What follows belongs to an exercise in optimizing a design on an open flow for small area; a production flow would make more cautious choices. In this exercise RTL edits were held to simulation tests only and were not proved equivalent to the original.

File: flow/run.sh
#!/bin/bash
# synth_recipe.tcl (not shown) runs the flow's synth.tcl, then flattens the netlist and writes it again
# the make line also repeats each setting of config.mk as NAME=value (left out here)
make -C /OpenROAD-flow-scripts/flow DESIGN_CONFIG=/design/flow/config.mk WORK_HOME=/design/flow/orfs CLKGATE_MAP_FILE= SYNTH_SCRIPT=/design/flow/synth_recipe.tcl finish
File: flow/config.mk
export PLATFORM = sky130hd
export DESIGN_NAME = hdmi_ctrl
export DESIGN_NICKNAME = hdmi_ctrl
export VERILOG_FILES = /design/flow/design.v
export SDC_FILE = /design/flow/constraint.sdc
export NUM_CORES = 4
export LEC_CHECK = 0
export CAP_MARGIN = 20
export CORE_MARGIN = 2
export CORE_UTILIZATION = 40
export SLEW_MARGIN = 20
File: flow/design.v
module encode(
	input		wire		vga_clk		,
	input		wire		sys_rst_n	,
	input		wire [8:0]	q_m			,	 
	input		wire		hsync		,	 
	input		wire		vsync		,	 
	input		wire		de			,	 
	output		reg	 [9:0]	data_out
);
reg  [3:0]	cnt;
wire		c1 = ~q_m[8];				 
wire [3:0]	p = q_m[0] + q_m[1] + q_m[2] + q_m[3] + q_m[4] + q_m[5] + q_m[6] + q_m[7];
wire		p_eq = (p == 4'd4);			 
wire		p_lt = ~p[3] & ~p[2];		 
wire		p_gt = ~p_eq & ~p_lt;		 
wire [3:0]	h = p - 4'd4;				 
wire		c_z = (cnt == 4'd0);
wire		inv = (c_z | p_eq) ? c1 : (cnt[3] ? p_lt : p_gt);
wire [3:0]	cnt_nx = cnt + (h ^ {4{inv}}) + {2'b0, inv, 1'b0} - {3'b0, c1};
wire		m = de ? inv : hsync;
wire		mn = de ? inv : ~hsync;
wire [7:0]	qd = q_m[7:0] & {8{de}};
always @(posedge vga_clk or negedge sys_rst_n) begin
	if (!sys_rst_n)
		data_out <= 10'b0;
	else
		data_out <= {m, de ? q_m[8] : hsync,
					 qd[7] ^ mn, qd[6] ^ m, qd[5] ^ mn, qd[4] ^ m,
					 qd[3] ^ mn, qd[2] ^ m, qd[1] ^ mn,
					 (de ? q_m[0] : ~vsync) ^ m};
end
always @(posedge vga_clk)
	cnt <= de ? cnt_nx : 4'd0;
endmodule
module tmds_qm(
	input		wire [7:0]	d	,
	output		wire [8:0]	q_m
);
wire		sa = d[1] ^ d[2] ^ d[3];
wire		ca = (d[1] & d[2]) | (d[1] & d[3]) | (d[2] & d[3]);
wire		sb = d[4] ^ d[5] ^ d[6];
wire		cb = (d[4] & d[5]) | (d[4] & d[6]) | (d[5] & d[6]);
wire		cc = (d[7] & sa) | (d[7] & sb) | (sa & sb);
wire		c1 = (ca & cb) | (ca & cc) | (cb & cc);
wire [7:0]	qx;
assign qx[0] = d[0];
genvar i;
generate for (i = 1; i < 8; i = i + 1) begin : g_x
	assign qx[i] = qx[i-1] ^ d[i];
end endgenerate
assign q_m = {~c1, qx ^ {c1, 1'b0, c1, 1'b0, c1, 1'b0, c1, 1'b0}};
endmodule
module hdmi_ctrl
(
	input	wire		vga_clk		,
	input	wire		sys_rst_n	,
	input	wire		rgb_valid	,
	input	wire		hsync		,
	input	wire		vsync		,
	input	wire [7:0]	red			,
	input	wire [7:0]	green		,
	input	wire [7:0]	blue		,
	output	wire [9:0]	tmds_r		,
	output	wire [9:0]	tmds_g		,
	output	wire [9:0]	tmds_b
);
reg			de1;
reg	[1:0]	cs1;			 
reg	[21:0]	px1;			 
always @(posedge vga_clk or negedge sys_rst_n) begin
	if (!sys_rst_n) begin
		de1 <= 1'b0;
		cs1 <= 2'b0;
	end
	else begin
		de1 <= rgb_valid;
		cs1 <= rgb_valid ? red[1:0] : {vsync, hsync};
	end
end
always @(posedge vga_clk)
	px1 <= {blue, green, red[7:2]};
wire [7:0]	r1 = {px1[5:0], cs1};
wire [7:0]	g1 = px1[13:6];
wire [7:0]	b1 = px1[21:14];
wire [8:0]	qm_r, qm_g, qm_b;
tmds_qm qm_red  (.d(r1), .q_m(qm_r));
tmds_qm qm_grn  (.d(g1), .q_m(qm_g));
tmds_qm qm_blu  (.d(b1), .q_m(qm_b));
reg			de2;
reg			r2_0, r2_8;		 
reg	[6:0]	r2;				 
reg	[8:0]	g2, b2;
always @(posedge vga_clk or negedge sys_rst_n) begin
	if (!sys_rst_n) begin
		de2  <= 1'b0;
		r2_0 <= 1'b0;
		r2_8 <= 1'b0;
	end
	else begin
		de2  <= de1;
		r2_0 <= qm_r[0];
		r2_8 <= de1 ? qm_r[8] : cs1[1];
	end
end
always @(posedge vga_clk) begin
	r2 <= qm_r[7:1];
	g2 <= qm_g;
	b2 <= qm_b;
end
wire		hs2 = r2_0;
wire		vs2 = r2_8;
encode encode_r(
	.vga_clk		(vga_clk	),
	.sys_rst_n		(sys_rst_n	),
	.q_m			({r2_8, r2, r2_0}),
	.hsync			(hs2		),
	.vsync			(vs2		),
	.de				(de2		),
	.data_out		(tmds_r		)
);
encode encode_g(
	.vga_clk		(vga_clk	),
	.sys_rst_n		(sys_rst_n	),
	.q_m			(g2			),
	.hsync			(hs2		),
	.vsync			(vs2		),
	.de				(de2		),
	.data_out		(tmds_g		)
);
encode encode_b(
	.vga_clk		(vga_clk	),
	.sys_rst_n		(sys_rst_n	),
	.q_m			(b2			),
	.hsync			(hs2		),
	.vsync			(vs2		),
	.de				(de2		),
	.data_out		(tmds_b		)
);
endmodule
File: flow/constraint.sdc
create_clock -name core_clock -period 5.0 [get_ports {vga_clk}]
set_input_delay 1.0000 -clock core_clock [delete_from_list [all_inputs] [get_ports {vga_clk}]]
set_output_delay 1.0000 -clock core_clock [all_outputs]
set_load 0.01 [all_outputs]
==> run summary <==
## timing repair
action                                  CTS  global route
endpoints found under the setup margin    3             6
gates cloned                              0             0
resized for setup                         8            30
pin swaps                                 0             7
hold buffers                              0             0
setup buffers                             2             4
## kinds of logic (layout without fill, tap and decap cells)
group / Yosys count / after routing / share of synthesized area
buffers and inverters: 77 / 177 / 0.0608
muxes: 5 / 5 / 0.0106
AOI/OAI and AO/OA: 64 / 64 / 0.0914
xor gates and xnor gates: 68 / 68 / 0.143
adders and majority gates: 61 / 61 / 0.186
and+or+nand+nor: 80 / 80 / 0.0878
DFF: 95 / 95 / 0.420
## routing by layer
layer	vias to the layer above	wire length (um)	global-route usage	part of all wire
met3	13	307	0.0322	0.032
met2	56	4830	0.266	0.50
met1	1598	4320	0.202	0.45
met4	0	204	0.0731	0.021
li1	1650	-	-	-
met5	-	0	0	0
## through the flow
stage / std cells / hold WS [ns] / area (um^2) / util
global placement: 696 / 0.379 / 5980 / 0.496
detailed placement: 696 / 0.379 / 5980 / 0.496
finish: 718 / 0.380 / 6400 / 0.530
floorplan: 450 / 0.373 / 5010 / -
global route: 718 / 0.390 / 6400 / 0.530
CTS: 714 / 0.388 / 6280 / 0.521
## placed cells by master (no fill, tap or decap), types with 12 or more instances in the layout
cell              n
fa_1             15
ha_1             18
xnor2_1          34
o21ai_0          15
dfrtp_1          36
a21oi_1          14
inv_1            56
nand2_1          12
clkdlybuf4s50_1  57
dfxtp_1          55
buf_4            36
xor2_1           17
## worst max-delay path, stage by stage, from the launching register on
cell,delay (ns)
dfrtp_1,0.38
ha_1,0.27
inv_1,0.04
fa_1,0.50
fa_1,0.41
inv_1,0.08
fa_2,0.21
inv_2,0.04
fa_2,0.32
and2b_2,0.25
nor2_4,0.04
ha_2,0.15
and3b_2,0.22
o21ai_4,0.15
a21boi_4,0.22
xnor2_2,0.14
ha_2,0.19
inv_2,0.03
fa_1,0.48
ha_2,0.17
inv_2,0.04
fa_2,0.33
xor2_1,0.17
xnor2_1,0.18
xnor2_1,0.15
nand2b_1,0.13
mux2i_1,0.07
## area by class of cell
cell class	count	area [um^2]	area share
Clock buffer	11	233	0.0364
Clock inverter	5	33.8	0.00528
Inverter	65	244	0.0381
Multi-Input combinational cell	278	2720	0.425
Sequential cell	95	2090	0.326
Tap cell	168	210	0.0329
Timing Repair Buffer	96	868	0.136
## flip-flops by register name (all words and copies together), names as in the netlist
signal,cells
de1,1
cs1,2
g2,9
r2_0,1
encode_b.data_out,10
r2_8,1
encode_r.data_out,10
encode_g.cnt,4
b2,9
encode_b.cnt,4
de2,1
encode_r.cnt,4
px1,22
r2,7
encode_g.data_out,10
## how the worst min path moves through the flow
stage	endpoint	cells after the start	start	slack [ns]
after global placement	b2[0]$_DFF_P_	0	px1[14]$_DFF_P_	0.38
after global routing	b2[0]$_DFF_P_	0	px1[14]$_DFF_P_	0.39
final	b2[0]$_DFF_P_	0	px1[14]$_DFF_P_	0.38
after detailed placement	b2[0]$_DFF_P_	0	px1[14]$_DFF_P_	0.38
after CTS	b2[0]$_DFF_P_	0	px1[14]$_DFF_P_	0.39
after floorplan	b2[0]$_DFF_P_	0	px1[14]$_DFF_P_	0.37
==> metrics.cfg <==
[final_layout]
area_growth_syn_to_layout_pct = 29.1
insertedDiodeCount = 0
fillers = 1083
layout.nets = 626
drive_above_1_share = 0.235

[placement]
place_ws_ns = -0.501
gp_congestion = 0.811
port_buffers = 58
dp.final_hpwl_mm = 7.31

[sta]
tns_ns = -1.20
setup_slack_ns = -0.474
maxSlewViolCount = 0
hold_viol = 0
layout_min_cycle_time_ns = 5.47
min_period_over_period = 1.09
final.setup_skew_ns = 0.00555
relSlewSlack = 0.433
finalSetupViolations = 4
tightest_slew_ns = 0.851
rsz0062_at_grt = true
fmax_mhz = 183

[clock_network]
cts_max_level = 3
clkTransAtPathRegs_ns = 0.06
clockBufferDepth = 2
clockRootBuffer = clkbuf_16
cts_tree = built
cts_made_buffers = 9
clk-insertion-delay-late_ns = 0.35
cts.sinks = 95

[drt]
routed_wl_mm = 9.66
wl_per_cell_um = 13.5
firstDrtPassIters = 4
drt_iter0_drc = 77
via_per_inst = 4.62
vias = 3317
drc = 0
antenna_left = 0

[grt]
grt_use_total = 0.160
grt_max_degree = 37
gr-total-overflow = 0
grt_pass1_vias = 3474
grt_pass1_wl_mm = 16.3
antenna_found_initial = 0

[critical_path]
cp_data_arrival_time_ns = 5.71
reg2reg_slack_ns = -0.47
worstPathRequired_ns = 5.23
path_class = flip-flop to flip-flop
r2r_end = encode_r.cnt[3]$_SDFF_PN0_
r2r-start = r2_0$_DFF_PN0_
r2r.worst_path.cells = 26
cp-end-kind = flip-flop
critPathLaunch = r2_0$_DFF_PN0_
crit_end = encode_r.cnt[3]$_SDFF_PN0_
worstSetupStartpointType = flip-flop
cp_max_fo = 3

[floorplanning]
die_x_um = 115
start_util = 0.411
fp.dieArea_mm2 = 0.0133
core_area_mm2 = 0.0121
pin_count = 59
die_y_um = 115
rows = 40

[logic_synthesis]
synthFlopType = dfxtp_1
yosys.area.top_type = dfxtp_1
async_flop_share = 0.379
synth_warnings = 2
ys_types = 49
ys_seq_area_frac = 0.420
synth_area_leaders = dfxtp_1 (24%), dfrtp_1 (18%), fa_1 (9.7%)
syn_area_mm2 = 0.00496
synth.net_count = 531
synth_most_common_cell = inv_1
synthTopCellsByCount = inv_1 (65), dfxtp_1 (59), dfrtp_1 (36), xnor2_1 (36), ha_1 (28)
synth_edf_count = 0
avgSynthCellArea_um2 = 11.0
synth_top_area_frac = 0.238
ys_ff_latch = 95
syn_inst = 450

[job]
maxCapViolCount = 0

[status]
status = failed layout checks
so_faults = setup timing

[hold_path]
hold_class = flip-flop to flip-flop

==> separate check: timing with driven ports <==
In the flow no input, the clock included, has a driving cell. The finished layout below was timed again as built, in two steps. Step 1 (the two cells are an assumption about what drives the block):
set clk [get_ports {vga_clk}]
set_driving_cell -lib_cell sky130_fd_sc_hd__clkbuf_16 $clk
set_driving_cell -lib_cell sky130_fd_sc_hd__buf_2 [delete_from_list [all_inputs] $clk]
Step 2 times the ports against the registers' clock, not the clock port: input delays grow and output delays shrink by t, the midpoint of the rising clock arrivals with the driver on. Three values: ideal, step 1, step 2; two values: the first two.
t (ns): 0.381
setup WS [ns]: -0.474 / -0.474 / -0.474
clock arrival spread, ns: 0.006 / 0.006
worst slew at a driven data input, ns: 0.04
For this run, drivers alone change the setup slack by 0.000 ns; drivers and shift together by 0.000 ns.
